What follows belongs to an exercise in optimizing a design on an open flow for small area, a short achievable clock period and few clock cycles; a production flow would make more cautious choices. Only simulation tests tie the RTL to the original design; equivalence was not proved. Power figures rest on the tool's default switching activity, not on a simulated workload.

==> v10: inputs <==
// matrix_inv_2x2
module matrix_inv_2x2(
    input                   I_sys_clk       ,
    input                   I_sys_rstn      ,
    input                   I_s_valid       ,
    input       [7:0]       I_ch_a          ,
    input       [7:0]       I_ch_b          ,
    output                  O_s_ready       ,
    output  reg             O_A_inv_valid   ,
    output      [63:0]      O_A11_inv       ,
    output      [63:0]      O_A12_inv       ,
    output      [63:0]      O_A21_inv       ,
    output      [63:0]      O_A22_inv
    );
clock: 12.0 ns
lec_check: 0
cap_margin: 20
core_margin: 2
core_utilization: 45
place_density: 0.6
setup_slack_margin: 5
slew_margin: 20
run.sh (not shown) runs the stock make flow with config.mk's settings and CLKGATE_MAP_FILE= SYNTH_SCRIPT=/design/flow/synth_recipe.tcl, a recipe that flattens the netlist after the stock synthesis.
==> v24: changes against v10 <==
--- a/flow/design.v
+++ b/flow/design.v
@@ -59,62 +59,76 @@
                 M_R22 = 6, M_R12 = 7, M_P2 = 8, M_A21 = 9, M_A22 = 10, M_A11 = 11,
                 M_A12 = 12, NM = 13;
     reg     [4:0]       ph, ph_n;
     reg                 fin;
     reg     [NM-1:0]    ms, ms_n;    
     reg     [3:0]       cnt;         
     reg     [2:0]       scnt;        
-    assign  O_s_ready = (ph == PH_ACC);
+    assign  O_s_ready = (ph == PH_ACC) || (ph == PH_A12W);
     wire    s_fire    = I_s_valid && O_s_ready;
     reg     [15:0]      a11, a12, a22;
     wire                first = (scnt == 3'd0);
     wire    [15:0]      m_aa = $signed(I_ch_a) * $signed(I_ch_a);
     wire    [15:0]      m_ab = $signed(I_ch_a) * $signed(I_ch_b);
     wire    [15:0]      m_bb = $signed(I_ch_b) * $signed(I_ch_b);
-    always @(posedge I_sys_clk) begin
-        if (s_fire) begin
-            a11 <= (first ? 16'd0 : a11) + m_aa;
-            a12 <= (first ? 16'd0 : a12) + m_ab;
-            a22 <= (first ? 16'd0 : a22) + m_bb;
-        end
-    end
     reg     [43:0]      acc;             
     reg     [PW-1:0]    prd;             
     reg     [23:0]      xr1;             
     reg     [15:0]      xr2;
     reg     [D:0]       dg1, dg2;        
-    reg     [YW-1:0]    ysh1, ysh2;      
+    reg     [YW-D-1:0]  ysh1, ysh2;      
     reg     [15:0]      root;            
     reg     [16:0]      sq_rem;
     reg     [16:0]      wr1, wr2;        
     reg     [1:0]       wn1, wn2;        
     reg                 wneg1, wneg2, dz;
     reg     [16:0]      q1, q2;          
     reg     [11:0]      H11, H12, H22;
     reg     [23:0]      R11, R22;        
     reg     [31:0]      R12;             
     reg     [23:0]      rr;              
     wire    [31:0]      qa = R12;        
     reg     [4:0]       bi;              
     reg                 s11, s22, s12, n11, n22, z12, hi11, hi12;
     wire                ashort = !hi11 && !hi12;
-    reg     [43:0]      A11;
-    reg     [28:0]      A21, A22;
+    wire            dv_r12 = (ph == PH_DV12);
+    wire    [23:0]  rdv = dv_r12 ? acc[23:0] : ((ph == PH_DV11) ? R11 : R22);
+    wire    [7:0]   nb8 = dv_r12 ? R12[31:24] :
+                          ((bi >= 5'd16 && bi <= 5'd23) ? (8'd1 << (5'd23 - bi)) : 8'd0);
+    wire            nb1 = dv_r12 ? R12[31] : (bi == 5'd16);
+    wire    [24:0]  rsh = {rr, nb1};
+    wire    [25:0]  rdf = {1'b0, rsh} - {2'b0, rdv};
+    wire            rge = ~rdf[25];
+    wire            skip8 = (bi >= 5'd7) && (rr[23:16] == 8'd0) && ({rr[15:0], nb8} < rdv);
+    wire            rdone = skip8 ? (bi == 5'd7) : (bi == 5'd0);
+    wire            in_div = (ph == PH_DV12) || (ph == PH_DV11) || (ph == PH_DV22);
+    wire    [31:0]  qax = (ph == PH_DV12) ? (z12 ? 32'd0 : (skip8 ? {R12[23:0], 8'd0} : {R12[30:0], rge})) : R12;
+    wire    [16:0]  q1x = (ph == PH_DV11) ? (skip8 ? {q1[8:0], 8'd0} : {q1[15:0], rge}) : q1;
+    wire    [16:0]  q2x = (ph == PH_DV22) ? (skip8 ? {q2[8:0], 8'd0} : {q2[15:0], rge}) : q2;
     wire    [15:0]  w11  = a11 - root;
     wire    [15:0]  w11a = w11[15] ? -w11 : w11;
     wire    [15:0]  a12a = a12[15] ? -a12 : a12;
     function [YW-1:0] yal;
         input [31:0] v;
         input integer n;
         reg   [63:0] t;
         begin
             t   = {{32{v[31]}}, v} << (YW - n * D);
             yal = t[YW-1:0];
         end
     endfunction
+    function [YW-1:0] yalu;
+        input [31:0] v;
+        input integer n;
+        reg   [63:0] t;
+        begin
+            t    = {32'd0, v} << (YW - n * D);
+            yalu = t[YW-1:0];
+        end
+    endfunction
     wire    [23:0]  xa11 = {{8{a11[15]}}, a11};
     wire    [23:0]  xa12 = {{8{a12[15]}}, a12};
     wire    [12:0]  h11s = {H11[11], H11};
     wire    [12:0]  h12s = {H12[11], H12};
     wire    [12:0]  h22s = {H22[11], H22};
     wire    [12:0]  g11_11 = s11 ? -h11s : h11s;
     wire    [12:0]  g12_11 = s11 ? -h12s : h12s;
@@ -135,23 +149,24 @@
     wire    [15:0]  X2n = ({16{ms_n[M_AMP] | ms_n[M_S] | ms_n[M_R11]}} & a12) |
                           ({16{ms_n[M_R22] | ms_n[M_R12]}} & a22) |
                           ({16{ms_n[M_A11]}} & {{3{g11_11[12]}}, g11_11}) |
                           ({16{ms_n[M_A12]}} & {{3{g12_11[12]}}, g12_11});
     wire    [YW-1:0] Y1n = ({YW{ms_n[M_AMP]}} & yal({{16{a11[15]}}, a11}, N16)) |
                            ({YW{ms_n[M_S]}}   & yal({16'd0, w11a}, N16)) |
                            ({YW{ms_n[M_P11]}} & yal({15'd0, q1}, N17)) |
-                           ({YW{ms_n[M_P12] | ms_n[M_P22] | ms_n[M_A21] | ms_n[M_A22]}} & yal({15'd0, q2}, N17)) |
+                           ({YW{ms_n[M_P12] | ms_n[M_P22] | ms_n[M_A22]}} & yal({15'd0, q2}, N17)) |
+                           ({YW{ms_n[M_A21]}} & yal({15'd0, q2x}, N17)) |
                            ({YW{ms_n[M_R22]}} & yal({{20{H12[11]}}, H12}, N12)) |
                            ({YW{ms_n[M_R11] | ms_n[M_R12]}} & yal({{20{H11[11]}}, H11}, N12)) |
                            ({YW{ms_n[M_P2]}}  & yal({{8{R11[23]}}, R11}, N24)) |
-                           ({YW{ms_n[M_A11] | ms_n[M_A12]}} & (ashort ? yal(qa, 2) : yal(qa, N32)));
+                           ({YW{ms_n[M_A11] | ms_n[M_A12]}} & (ashort ? yalu(qax, 2) : yalu(qax, N32)));
     wire    [YW-1:0] Y2n = ({YW{ms_n[M_AMP] | ms_n[M_S]}} & yal({{16{a12[15]}}, a12}, N16)) |
                            ({YW{ms_n[M_R22]}} & yal({{20{H22[11]}}, H22}, N12)) |
                            ({YW{ms_n[M_R11] | ms_n[M_R12]}} & yal({{20{H12[11]}}, H12}, N12)) |
-                           ({YW{ms_n[M_A11] | ms_n[M_A12]}} & (ashort ? yal({15'd0, q1}, 2) : yal({15'd0, q1}, N32)));
+                           ({YW{ms_n[M_A11] | ms_n[M_A12]}} & (ashort ? yal({15'd0, q1x}, 2) : yal({15'd0, q1x}, N32)));
     wire            y1s_n = ms_n[M_AMP] | ms_n[M_R22] | ms_n[M_R11] | ms_n[M_R12] | ms_n[M_P2];
     wire            y2s_n = ms_n[M_AMP] | ms_n[M_S] | ms_n[M_R22] | ms_n[M_R11] | ms_n[M_R12];
     reg     [3:0]   mul_n;
     always @* begin
         mul_n = 4'd1;
         if (ms[M_AMP] | ms[M_S])                           mul_n = N16;
         if (ms[M_P11] | ms[M_P12] | ms[M_P22])             mul_n = N17;
@@ -171,20 +186,22 @@
         ms_n[M_P11] = (ph == PH_WB)    | (ms[M_P11] & ~mul_last);
         ms_n[M_P12] = (ms[M_P11] & mul_last) | (ms[M_P12] & ~mul_last);
         ms_n[M_P22] = (ms[M_P12] & mul_last) | (ms[M_P22] & ~mul_last);
         ms_n[M_R11] = (ms[M_P22] & mul_last) | (ms[M_R11] & ~mul_last);
         ms_n[M_R22] = (ms[M_R11] & mul_last) | (ms[M_R22] & ~mul_last);
         ms_n[M_R12] = (ms[M_R22] & mul_last) | (ms[M_R12] & ~mul_last);
         ms_n[M_P2]  = (ms[M_R12] & mul_last) | (ms[M_P2]  & ~mul_last);
-        ms_n[M_A21] = (ph == PH_AB & n22)  | (ms[M_A21] & ~mul_last);
+        ms_n[M_A21] = (ph == PH_DV22 & rdone) | (ms[M_A21] & ~mul_last);
         ms_n[M_A22] = (ms[M_A21] & mul_last) | (ms[M_A22] & ~mul_last);
-        ms_n[M_A11] = (ph == PH_AB & ~n22) | (ms[M_A22] & mul_last) | (ms[M_A11] & ~mul_last);
+        ms_n[M_A11] = (ph == PH_DV12 & (z12 | rdone) & ~n11 & ~n22) | (ph == PH_DV11 & rdone & ~n22) |
+                      (ms[M_A22] & mul_last) | (ms[M_A11] & ~mul_last);
         ms_n[M_A12] = (ms[M_A11] & mul_last) | (ms[M_A12] & ~mul_last);
     end
-    wire            ld_new = (ph == PH_LAST)  | (ph == PH_W11) | (ph == PH_WB) | (ph == PH_AB) |
+    wire            ld_new = (ph == PH_LAST)  | (ph == PH_W11) | (ph == PH_WB) | ms_n[M_A21] & ~ms[M_A21] |
+                             (in_div & ms_n[M_A11]) |
                              (mul_end & ~(ms[M_AMP] | ms[M_S] | ms[M_P2] | ms[M_A12]));
     wire signed [PW-1:0] pr1 = $signed(xr1) * $signed(dg1);
     wire signed [PW-1:0] pr2 = $signed(xr2) * $signed(dg2);
     reg             b_on, b_first, b_last;
     reg     [NM-1:0] b_ms;
     wire    [43:0]  acc_nx = (b_first ? 44'd0 : (acc << D)) + {{(44-PW){prd[PW-1]}}, prd};
     reg     [31:0]  sq_op_n;
@@ -220,47 +237,47 @@
             wdf2  = {1'b0, wsh2} - {2'b0, wdv};
             wr1_n = wdf1[18] ? wsh1[16:0] : wdf1[16:0];
             wr2_n = wdf2[18] ? wsh2[16:0] : wdf2[16:0];
             q1_n  = {q1_n[15:0], ~wdf1[18] & ~dz};
             q2_n  = {q2_n[15:0], ~wdf2[18] & ~dz};
         end
     end
-    wire            dv_r12 = (ph == PH_DV12);
-    wire    [23:0]  rdv = dv_r12 ? acc[23:0] : ((ph == PH_DV11) ? R11 : R22);
-    wire    [7:0]   nb8 = dv_r12 ? R12[31:24] :
-                          ((bi >= 5'd16 && bi <= 5'd23) ? (8'd1 << (5'd23 - bi)) : 8'd0);
-    wire            nb1 = dv_r12 ? R12[31] : (bi == 5'd16);
-    wire    [24:0]  rsh = {rr, nb1};
-    wire    [25:0]  rdf = {1'b0, rsh} - {2'b0, rdv};
-    wire            rge = ~rdf[25];
-    wire            skip8 = (bi >= 5'd7) && (rr[23:16] == 8'd0) && ({rr[15:0], nb8} < rdv);
-    wire            rdone = skip8 ? (bi == 5'd7) : (bi == 5'd0);
-    wire            in_div = (ph == PH_DV12) || (ph == PH_DV11) || (ph == PH_DV22);
+    wire    [43:0]  A11 = {a22[11:0], a12, a11};
+    wire    [28:0]  A21 = {wr2[11:0], wr1};
+    wire    [28:0]  A22 = {sq_rem[12:0], root};
     assign O_A11_inv = {{20{A11[43]}}, A11};
-    assign O_A12_inv = {{20{acc[43]}}, acc};     
+    assign O_A12_inv = {{20{acc_nx[43]}}, acc_nx};   
     assign O_A21_inv = {{35{A21[28]}}, A21};
     assign O_A22_inv = {{35{A22[28]}}, A22};
     wire    [23:0]  p2v  = acc_nx[31:8];      
     wire    [23:0]  p1v  = 24'd0 - R12[23:0];
     wire    [23:0]  p1a  = p1v[23] ? -p1v : p1v;
     wire    [23:0]  p2a  = p2v[23] ? -p2v : p2v;
     wire    [23:0]  r11a = R11[23] ? -R11 : R11;
     wire    [23:0]  r22a = R22[23] ? -R22 : R22;
     always @(posedge I_sys_clk) begin
+        if (s_fire) begin
+            a11 <= (first ? 16'd0 : a11) + m_aa;
+            a12 <= (first ? 16'd0 : a12) + m_ab;
+            a22 <= (first ? 16'd0 : a22) + m_bb;
+        end
+        else if (b_last && b_ms[M_A11]) begin
+            {a22[11:0], a12, a11} <= acc_nx;
+        end
         if (ld_new) begin
             xr1  <= X1n;
             xr2  <= X2n;
             dg1  <= {y1s_n & Y1n[YW-1], Y1n[YW-1 -: D]};
             dg2  <= {y2s_n & Y2n[YW-1], Y2n[YW-1 -: D]};
-            ysh1 <= Y1n << D;
-            ysh2 <= Y2n << D;
+            ysh1 <= Y1n[YW-D-1:0];
+            ysh2 <= Y2n[YW-D-1:0];
         end
         else begin
-            dg1  <= {1'b0, ysh1[YW-1 -: D]};
-            dg2  <= {1'b0, ysh2[YW-1 -: D]};
+            dg1  <= {1'b0, ysh1[YW-D-1 -: D]};
+            dg2  <= {1'b0, ysh2[YW-D-1 -: D]};
             ysh1 <= ysh1 << D;
             ysh2 <= ysh2 << D;
         end
         if (mul_on)
             prd  <= pr1 + pr2;
         if (ph == PH_PREP2)
             acc[23:0] <= p2a;
@@ -306,32 +323,31 @@
             if (b_ms[M_P11]) H11 <= 12'h100 - {acc_nx[34:24], 1'b0};
             if (b_ms[M_P12]) H12 <= (wneg1 ^ wneg2) ? {acc_nx[34:24], 1'b0} + {(acc_nx[23:0] != 24'd0), 1'b0}
                                                     : 12'd0 - {acc_nx[34:24], 1'b0};
             if (b_ms[M_P22]) H22 <= 12'h100 - {acc_nx[34:24], 1'b0};
             if (b_ms[M_R11]) R11 <= acc_nx[23:0];
             if (b_ms[M_R22]) R22 <= acc_nx[23:0];
             if (b_ms[M_R12]) R12[23:0] <= acc_nx[23:0];
-            if (b_ms[M_A21]) A21 <= acc_nx[28:0];
-            if (b_ms[M_A22]) A22 <= acc_nx[28:0];
-            if (b_ms[M_A11]) A11 <= acc_nx;
+            if (b_ms[M_A21]) {wr2[11:0], wr1} <= acc_nx[28:0];
+            if (b_ms[M_A22]) {sq_rem[12:0], root} <= acc_nx[28:0];
         end
         if (ph == PH_PREP2) begin
             R11 <= r11a;
             R22 <= r22a;
             R12 <= {p1a, 8'd0};                      
             hi11 <= 1'b0;
             hi12 <= 1'b0;
             s11 <= R11[23];
             s22 <= R22[23];
             s12 <= (p1v[23] ^ p2v[23]) | ((p1a == 24'h800000) && (p2a == 24'd1));
             z12 <= (p1v == 24'd0) || (p2v == 24'd0);
             n11 <= (R11 != 24'd0) && (r11a <= 24'h010000);
             n22 <= (R22 != 24'd0) && (r22a <= 24'h010000);
-            A21 <= 29'd0;
-            A22 <= 29'd0;
+            {wr2[11:0], wr1} <= 29'd0;               
+            {sq_rem[12:0], root} <= 29'd0;
         end
         if (in_div && ph_n != ph) begin              
             rr <= 24'd0;
             bi <= 5'd16;
         end
         else if (in_div) begin
             if (skip8) begin
@@ -373,23 +389,22 @@
             PH_P12:   if (mul_last) ph_n = PH_P22;
             PH_P22:   if (mul_last) ph_n = PH_R11;
             PH_R11:   if (mul_last) ph_n = PH_R22;
             PH_R22:   if (mul_last) ph_n = PH_R12;
             PH_R12:   if (mul_last) ph_n = PH_P2;
             PH_P2:    if (mul_last) ph_n = PH_PREP2;
             PH_PREP2: ph_n = PH_DV12;
-            PH_DV12:  if (z12 || rdone) ph_n = n11 ? PH_DV11 : (n22 ? PH_DV22 : PH_AB);
-            PH_DV11:  if (rdone) ph_n = n22 ? PH_DV22 : PH_AB;
-            PH_DV22:  if (rdone) ph_n = PH_AB;
-            PH_AB:    ph_n = n22 ? PH_A21 : PH_A11;
+            PH_DV12:  if (z12 || rdone) ph_n = n11 ? PH_DV11 : (n22 ? PH_DV22 : PH_A11);
+            PH_DV11:  if (rdone) ph_n = n22 ? PH_DV22 : PH_A11;
+            PH_DV22:  if (rdone) ph_n = PH_A21;
             PH_A21:   if (mul_last) ph_n = PH_A22;
             PH_A22:   if (mul_last) ph_n = PH_A11;
             PH_A11:   if (mul_last) ph_n = PH_A12;
-            PH_A12:   if (mul_last) ph_n = PH_A12W;
-            PH_A12W:  begin ph_n = PH_ACC; fin = 1'b1; end
+            PH_A12:   if (mul_last) begin ph_n = PH_A12W; fin = 1'b1; end
+            PH_A12W:  ph_n = (s_fire && scnt == 3'd7) ? PH_LAST : PH_ACC;
             default:  ph_n = PH_ACC;
         endcase
     end
     always @(posedge I_sys_clk or negedge I_sys_rstn) begin
         if (!I_sys_rstn) begin
             ph            <= PH_ACC;
             ms            <= {NM{1'b0}};
==> summary.txt <==
                                                                             v24                        v10
Result of the run                                        complete, no violations    complete, no violations
Total Die Area                                                        144000 um2                 146000 um2
Clock skew after layout                                                  50.8 ps                    66.3 ps
Buf+Inv Stages, Crit Path                                                      5                          4
Worst Hold End                                                          ysh1[16]                   ysh2[22]
Simple-Gate Fraction of Synth Area                                         17.6%                      17.1%
Post-Synthesis Mean Instance Area                                       8.51 um2                   8.83 um2
Peak VDD IR                                                               118 uV                     266 uV
Pwr dens                                                             80.9 nW/um2                91.0 nW/um2
Power in sequential cells                                                1.86 mW                    2.36 mW
Final clock-cell share                                                     3.39%                      3.86%
# rows                                                                       137                        138
R2R setup slack                                                          5050 ps                    5280 ps
Pin count of the biggest net entering global routing                          75                        108
Non-clock buffer count                                                       488                        423
Share of total power in the clock network                                  39.6%                      39.5%
Initial Utilization                                                        45.4%                      45.4%
Cell Area, Placed                                                      66600 um2                  68100 um2
Post-place setup slack                                                   3780 ps                    3760 ps
Metal2 WL                                                              105000 um                   98500 um
Share of the yosys chip area belonging to registers                        20.8%                      25.0%
Placed wire-length estimate                                            184000 um                  167000 um
Clock buffers created by TritonCTS                                            71                         80
Crit Path Category                                    register to primary output  primary input to register
Testbench counts of v10, summed over its fixed seeds: cycles 15,787.
Testbench counts of v24, summed over its fixed seeds: cycles 15,403.

[port drivers added, routing unchanged]
No port has a modelled driver above. Below, the same layouts with a new extraction and two added sets of constraints. Step 1: set_driving_cell puts a clkbuf_16 on I_sys_clk and a buf_2 on each other input, an assumption about the parent block. Step 2, shift: input delay + t, output delay - t, t = (earliest + latest rising clock arrival at the registers) / 2. This alone moves slack from input paths to output paths. Slacks: no drivers / after step 1 / after step 2; pairs: no drivers / after step 1.
run | shift t [ns] | setup slack, ns | clock arrival spread, ns
v10 | 0.768 | 5.210 / 5.263 / 4.496 | 0.070 / 0.069
v24 | 0.718 | 4.962 / 4.894 / 4.611 | 0.051 / 0.051
After both steps setup and hold are still met in every run listed. The setup slack of v10, which loses most, moves by +0.053 ns with the drivers and by -0.714 ns with both steps.
